This design comes from an exercise in tuning for small area on the open sky130 flow, not from production work.
Only simulation tests tie the RTL to the original design; equivalence was not proved.
Power and IR drop assume default switching activity.

Design SYS_CTRL, start of the top module:
module SYS_CTRL(
input wire clk,
input wire rst_n,
input wire [7:0] rx_data,
input wire rx_valid,
input wire tx_busy,
output wire [7:0] tx_data,
output wire tx_valid,
output wire [7:0] uart_config,
output wire [7:0] div_ratio
);
localparam [3:0] S_CLR = 4'd0, S_IDLE = 4'd1, S_WA = 4'd2, S_WD = 4'd3,
                 S_RA = 4'd4, S_RD = 4'd5, S_CA = 4'd6, S_CB = 4'd7,
                 S_EX = 4'd8, S_SHA = 4'd9, S_SHB = 4'd10, S_FN = 4'd11,
                 S_OF1 = 4'd12, S_OF2 = 4'd13;
reg [3:0] state;
reg [3:0] areg;         
reg       rd;           
reg [6:0] cnt;          
reg       c;            
reg       fl;           
reg       dly;          
reg       pend;         
reg [1:0] ph3;          
reg [1:0] ph4;          
reg [15:0] s;
reg [7:0] r0, r1, r2, r3;
reg [95:0] ring;
wire clr = (state == S_CLR);
wire rxv = rx_valid;
wire [7:0] rxd = rx_data & {8{~clr}};
reg [1:0] m3;
always @(*) begin
  case (areg)
    4'd0, 4'd3, 4'd6, 4'd9, 4'd12, 4'd15: m3 = 2'd1;   
    4'd1, 4'd4, 4'd7, 4'd10, 4'd13:       m3 = 2'd0;
    default:                              m3 = 2'd2;
  endcase
end
wire [2:0] p3s = {1'b0, m3} + {1'b0, ph3};
wire [1:0] pos3 = (p3s >= 3'd3) ? p3s - 3'd3 : p3s[1:0];
wire [1:0] pos4 = areg[1:0] + ph4;
wire ring_addr = (areg[3:2] != 2'b00);
wire ip_hit = (pos3 == 2'd2);                   
wire tap_hit = (pos3 == 2'd0) & (pos4 == 2'd0);  
wire wd_now = (state == S_WD) & rxv;
wire wr_ring = ((wd_now & ring_addr) | pend) & ip_hit;
wire [7:0] wbyte = pend ? s[7:0] : rxd;    
wire ins0 = clr | (wr_ring & (pos4 == 2'd3));
wire ins3 = clr | (wr_ring & (pos4 == 2'd2));
wire ins6 = clr | (wr_ring & (pos4 == 2'd1));
wire ins9 = clr | (wr_ring & (pos4 == 2'd0));
always @(posedge clk) begin
  ring[7:0]   <= ins0 ? wbyte : ring[95:88];
  ring[15:8]  <= ring[7:0];
  ring[23:16] <= ring[15:8];
  ring[31:24] <= ins3 ? wbyte : ring[23:16];
  ...
Size: about 590 cells after synthesis, roughly 6400 um^2 of cells after synthesis.
export LEC_CHECK = 0
export ABC_AREA = 1
export CAP_MARGIN = 20
export CORE_MARGIN = 2
export CORE_UTILIZATION = 40
export SLEW_MARGIN = 20
create_clock -name core_clock -period 40.0 [get_ports {clk}]
standard.sh (not shown) runs the stock make flow with config.mk's settings and CLKGATE_MAP_FILE= SYNTH_SCRIPT=/design/flow/synth_recipe.tcl, a recipe that flattens the netlist after the stock synthesis.
==> flow/flow/run.sh <==
#!/bin/bash
# Layout flow: the standard flow (standard.sh) with these changes:
#  - synthesis maps with an area-oriented ABC script (flow/abc_area.script:
#    no buffering or upsizing inside ABC) and buffers pass-through wires
#    with buf_1 instead of buf_4; registers are mapped exactly as in the
#    standard synthesis;
#  - port buffers are buf_1;
#  - the clock tree is built from clkbuf_8 without dummy loads.
# Each tool's output goes to its own log file in this folder.
set -euo pipefail
W=$(pwd)
rm -rf "$W/scripts_area"
cp -r "$FLOW_HOME/scripts" "$W/scripts_area"
cp "$W/flow/abc_area.script" "$W/scripts_area/abc_area.script"
bash standard.sh SCRIPTS_DIR="$W/scripts_area" ABC_AREA=1 \
  SYNTH_INSBUF=0 synth > "$W/synth.log" 2>&1
bash standard.sh "BUFFER_PORTS_ARGS=-buffer_cell sky130_fd_sc_hd__buf_1" \
  "CTS_ARGS=-sink_clustering_enable -repair_clock_nets -buf_list sky130_fd_sc_hd__clkbuf_8 -dont_use_dummy_load" \
  finish > "$W/layout.log" 2>&1
==> flow/flow/abc_area.script <==
strash
&get -n
&st
&dch
&nf -R 1000 -p -F 8 -A 4
&put
topo
Rerun with:
--- a/flow/flow/run.sh
+++ b/flow/flow/run.sh
@@ -16 +16 @@
-  SYNTH_INSBUF=0 synth > "$W/synth.log" 2>&1
+  "MIN_BUF_CELL_AND_PORTS=sky130_fd_sc_hd__buf_1 A X" synth > "$W/synth.log" 2>&1
Via count is about the same.
Routed wire length grows by a few percent.
Setup slack got worse by 79 ps.

---

Another version of the RTL of SYS_CTRL (not shown whole).
Size: about 170 flip-flops, about 37 I/O pins.
==> flow/design.v (excerpt) <==
module SYS_CTRL(
input wire clk,
input wire rst_n,
input wire [7:0] rx_data,
input wire rx_valid,
input wire tx_busy,
output wire [7:0] tx_data,
output wire tx_valid,
output wire [7:0] uart_config,
output wire [7:0] div_ratio
);
localparam [3:0] S_CLR = 4'd0, S_IDLE = 4'd1, S_WA = 4'd2, S_WD = 4'd3,
                 S_RA = 4'd4, S_RD = 4'd5, S_CA = 4'd6, S_CB = 4'd7,
                 S_EX = 4'd8, S_SHA = 4'd9, S_SHB = 4'd10, S_FN = 4'd11,
                 S_OF1 = 4'd12, S_OF2 = 4'd13;
reg [3:0] state;
reg [3:0] areg;         
reg       rd;           
reg [6:0] cnt;          
reg       c;            
reg       fl;           
reg       dly;          
reg       pend;         
reg [1:0] ph3;          
reg [1:0] ph4;          
reg [15:0] s;
reg [7:0] r0, r1, r2, r3;
reg [95:0] ring;
wire clr = (state == S_CLR);
wire rxv = rx_valid;
reg [1:0] m3;
always @(*) begin
  case (areg)
    4'd0, 4'd3, 4'd6, 4'd9, 4'd12, 4'd15: m3 = 2'd1;   
    4'd1, 4'd4, 4'd7, 4'd10, 4'd13:       m3 = 2'd0;
    default:                              m3 = 2'd2;
  endcase
end
wire [2:0] p3s = {1'b0, m3} + {1'b0, ph3};
wire [1:0] pos3 = (p3s >= 3'd3) ? p3s - 3'd3 : p3s[1:0];
wire [1:0] pos4 = areg[1:0] + ph4;
wire ring_addr = (areg[3:2] != 2'b00);
wire ip_hit = (pos3 == 2'd2);                   
wire tap_hit = (pos3 == 2'd0) & (pos4 == 2'd0);  
wire wd_now = (state == S_WD) & rxv;
wire wr_ring = ((wd_now & ring_addr) | pend) & ip_hit;
wire [7:0] wbyte = clr ? 8'd0 : (pend ? s[7:0] : rx_data);
wire ins0 = clr | (wr_ring & (pos4 == 2'd3));
wire ins3 = clr | (wr_ring & (pos4 == 2'd2));
wire ins6 = clr | (wr_ring & (pos4 == 2'd1));
wire ins9 = clr | (wr_ring & (pos4 == 2'd0));
always @(posedge clk) begin
  ring[7:0]   <= ins0 ? wbyte : ring[95:88];
  ring[15:8]  <= ring[7:0];
  ring[23:16] <= ring[15:8];
  ring[31:24] <= ins3 ? wbyte : ring[23:16];
  ring[39:32] <= ring[31:24];
  ring[47:40] <= ring[39:32];
  ring[55:48] <= ins6 ? wbyte : ring[47:40];
  ring[63:56] <= ring[55:48];
  ring[71:64] <= ring[63:56];
  ring[79:72] <= ins9 ? wbyte : ring[71:64];
  ring[87:80] <= ring[79:72];
  ring[95:88] <= ring[87:80];
end
always @(posedge clk or negedge rst_n) begin
  if (!rst_n) begin
    ph3 <= 2'd0;
    ph4 <= 2'd0;
    pend <= 1'b0;
  end else begin
  ...
export LEC_CHECK = 0
export ABC_AREA = 1
export CAP_MARGIN = 20
export CORE_MARGIN = 2
export CORE_UTILIZATION = 60
export PLACE_DENSITY = 0.75
export SLEW_MARGIN = 20
create_clock -name core_clock -period 40.0 [get_ports {clk}]
==> flow/flow/run.sh <==
#!/bin/bash
# Layout flow: the standard flow (standard.sh) with these changes:
#  - synthesis maps with an area-oriented ABC script (flow/abc_area.script:
#    no buffering or upsizing inside ABC) and buffers pass-through wires
#    with buf_1 instead of buf_4; registers are mapped exactly as in the
#    standard synthesis;
#  - port buffers are buf_1;
#  - the clock tree is built from clkbuf_8 without dummy loads.
# Each tool's output goes to its own log file in this folder.
set -euo pipefail
W=$(pwd)
rm -rf "$W/scripts_area"
cp -r "$FLOW_HOME/scripts" "$W/scripts_area"
cp "$W/flow/abc_area.script" "$W/scripts_area/abc_area.script"
bash standard.sh SCRIPTS_DIR="$W/scripts_area" ABC_AREA=1 \
  "MIN_BUF_CELL_AND_PORTS=sky130_fd_sc_hd__buf_1 A X" synth > "$W/synth.log" 2>&1
bash standard.sh "BUFFER_PORTS_ARGS=-buffer_cell sky130_fd_sc_hd__buf_1" \
  "CTS_ARGS=-sink_clustering_enable -repair_clock_nets -buf_list sky130_fd_sc_hd__clkbuf_8 -dont_use_dummy_load -sink_clustering_size 30 -sink_clustering_max_diameter 100" \
  finish > "$W/layout.log" 2>&1
Scripts as last shown in full above: flow/flow/abc_area.script
The baseline ran to the end with no violations.
Next try:
--- a/flow/flow/run.sh
+++ b/flow/flow/run.sh
@@ -17,3 +17,3 @@
 bash standard.sh "BUFFER_PORTS_ARGS=-buffer_cell sky130_fd_sc_hd__buf_1" \
-  "CTS_ARGS=-sink_clustering_enable -repair_clock_nets -buf_list sky130_fd_sc_hd__clkbuf_8 -dont_use_dummy_load -sink_clustering_size 30 -sink_clustering_max_diameter 100" \
+  "CTS_ARGS=-sink_clustering_enable -repair_clock_nets -buf_list sky130_fd_sc_hd__clkbuf_8 -dont_use_dummy_load" \
   finish > "$W/layout.log" 2>&1
Settings changed: CORE_UTILIZATION 60 to 40, PLACE_DENSITY 0.75 to default.
Power went down by about 0.8%.
Clock skew barely changes.
Fmax hardly moves.
Critical path depth stays the same.
Next try:
--- a/flow/flow/run.sh
+++ b/flow/flow/run.sh
@@ -17,3 +17,3 @@
 bash standard.sh "BUFFER_PORTS_ARGS=-buffer_cell sky130_fd_sc_hd__buf_1" \
-  "CTS_ARGS=-sink_clustering_enable -repair_clock_nets -buf_list sky130_fd_sc_hd__clkbuf_8 -dont_use_dummy_load" \
+  "CTS_ARGS=-sink_clustering_enable -repair_clock_nets -buf_list sky130_fd_sc_hd__clkbuf_8 -dont_use_dummy_load -sink_buffer_max_cap_derate 0.05" \
   finish > "$W/layout.log" 2>&1
Settings changed: CORE_UTILIZATION 40 to 60, PLACE_DENSITY from default to 0.75.
Result: The new run finished with timing, DRC and antenna clean; routed wire length fell by about 2.2%; power rose by about 0.8%; via count rose by 4.1%; core utilization rose by 22 points; fmax is about the same; setup slack gets worse by 0.025 ns; cell area fell by about 1.3%; synthesized cell count stays the same; die area fell by about 32%; register-to-register slack gets better by 0.15 ns.

==> what the ideal ports hide <==
The results above use ideal ports. As a check the final layouts listed here were re-extracted and re-timed, cells and wires unchanged. Step 1 sets driving cells, clkbuf_16 on the clock port and buf_2 on the other inputs (assumed; they add their load-dependent delay and slew). Step 2 also shifts input and output timing later by t, the mid clock arrival at the registers, as if the neighbouring blocks saw the same clock. Slacks: no drivers / after step 1 / after step 2; pairs: no drivers / after step 1.
| run | shift t [ns] | setup slack, ns | worst setup path at the end |
|---|---|---|---|
| the first run of note 1 | 0.458 | 30.490 / 30.496 / 30.038 | input to register |
| the second run of note 1 | 0.467 | 30.410 / 30.423 / 29.957 | input to register |
| the first run of note 2 | 0.477 | 30.283 / 30.299 / 29.822 | input to register |
| the second run of note 2 | 0.464 | 30.307 / 30.298 / 29.835 | input to register |
| the third run of note 2 | 0.477 | 30.283 / 30.299 / 29.822 | input to register |
After both steps every run listed still meets setup and hold. For the second run of note 2, which loses most, drivers alone change the setup slack by -0.009 ns; drivers and shift together by -0.472 ns.
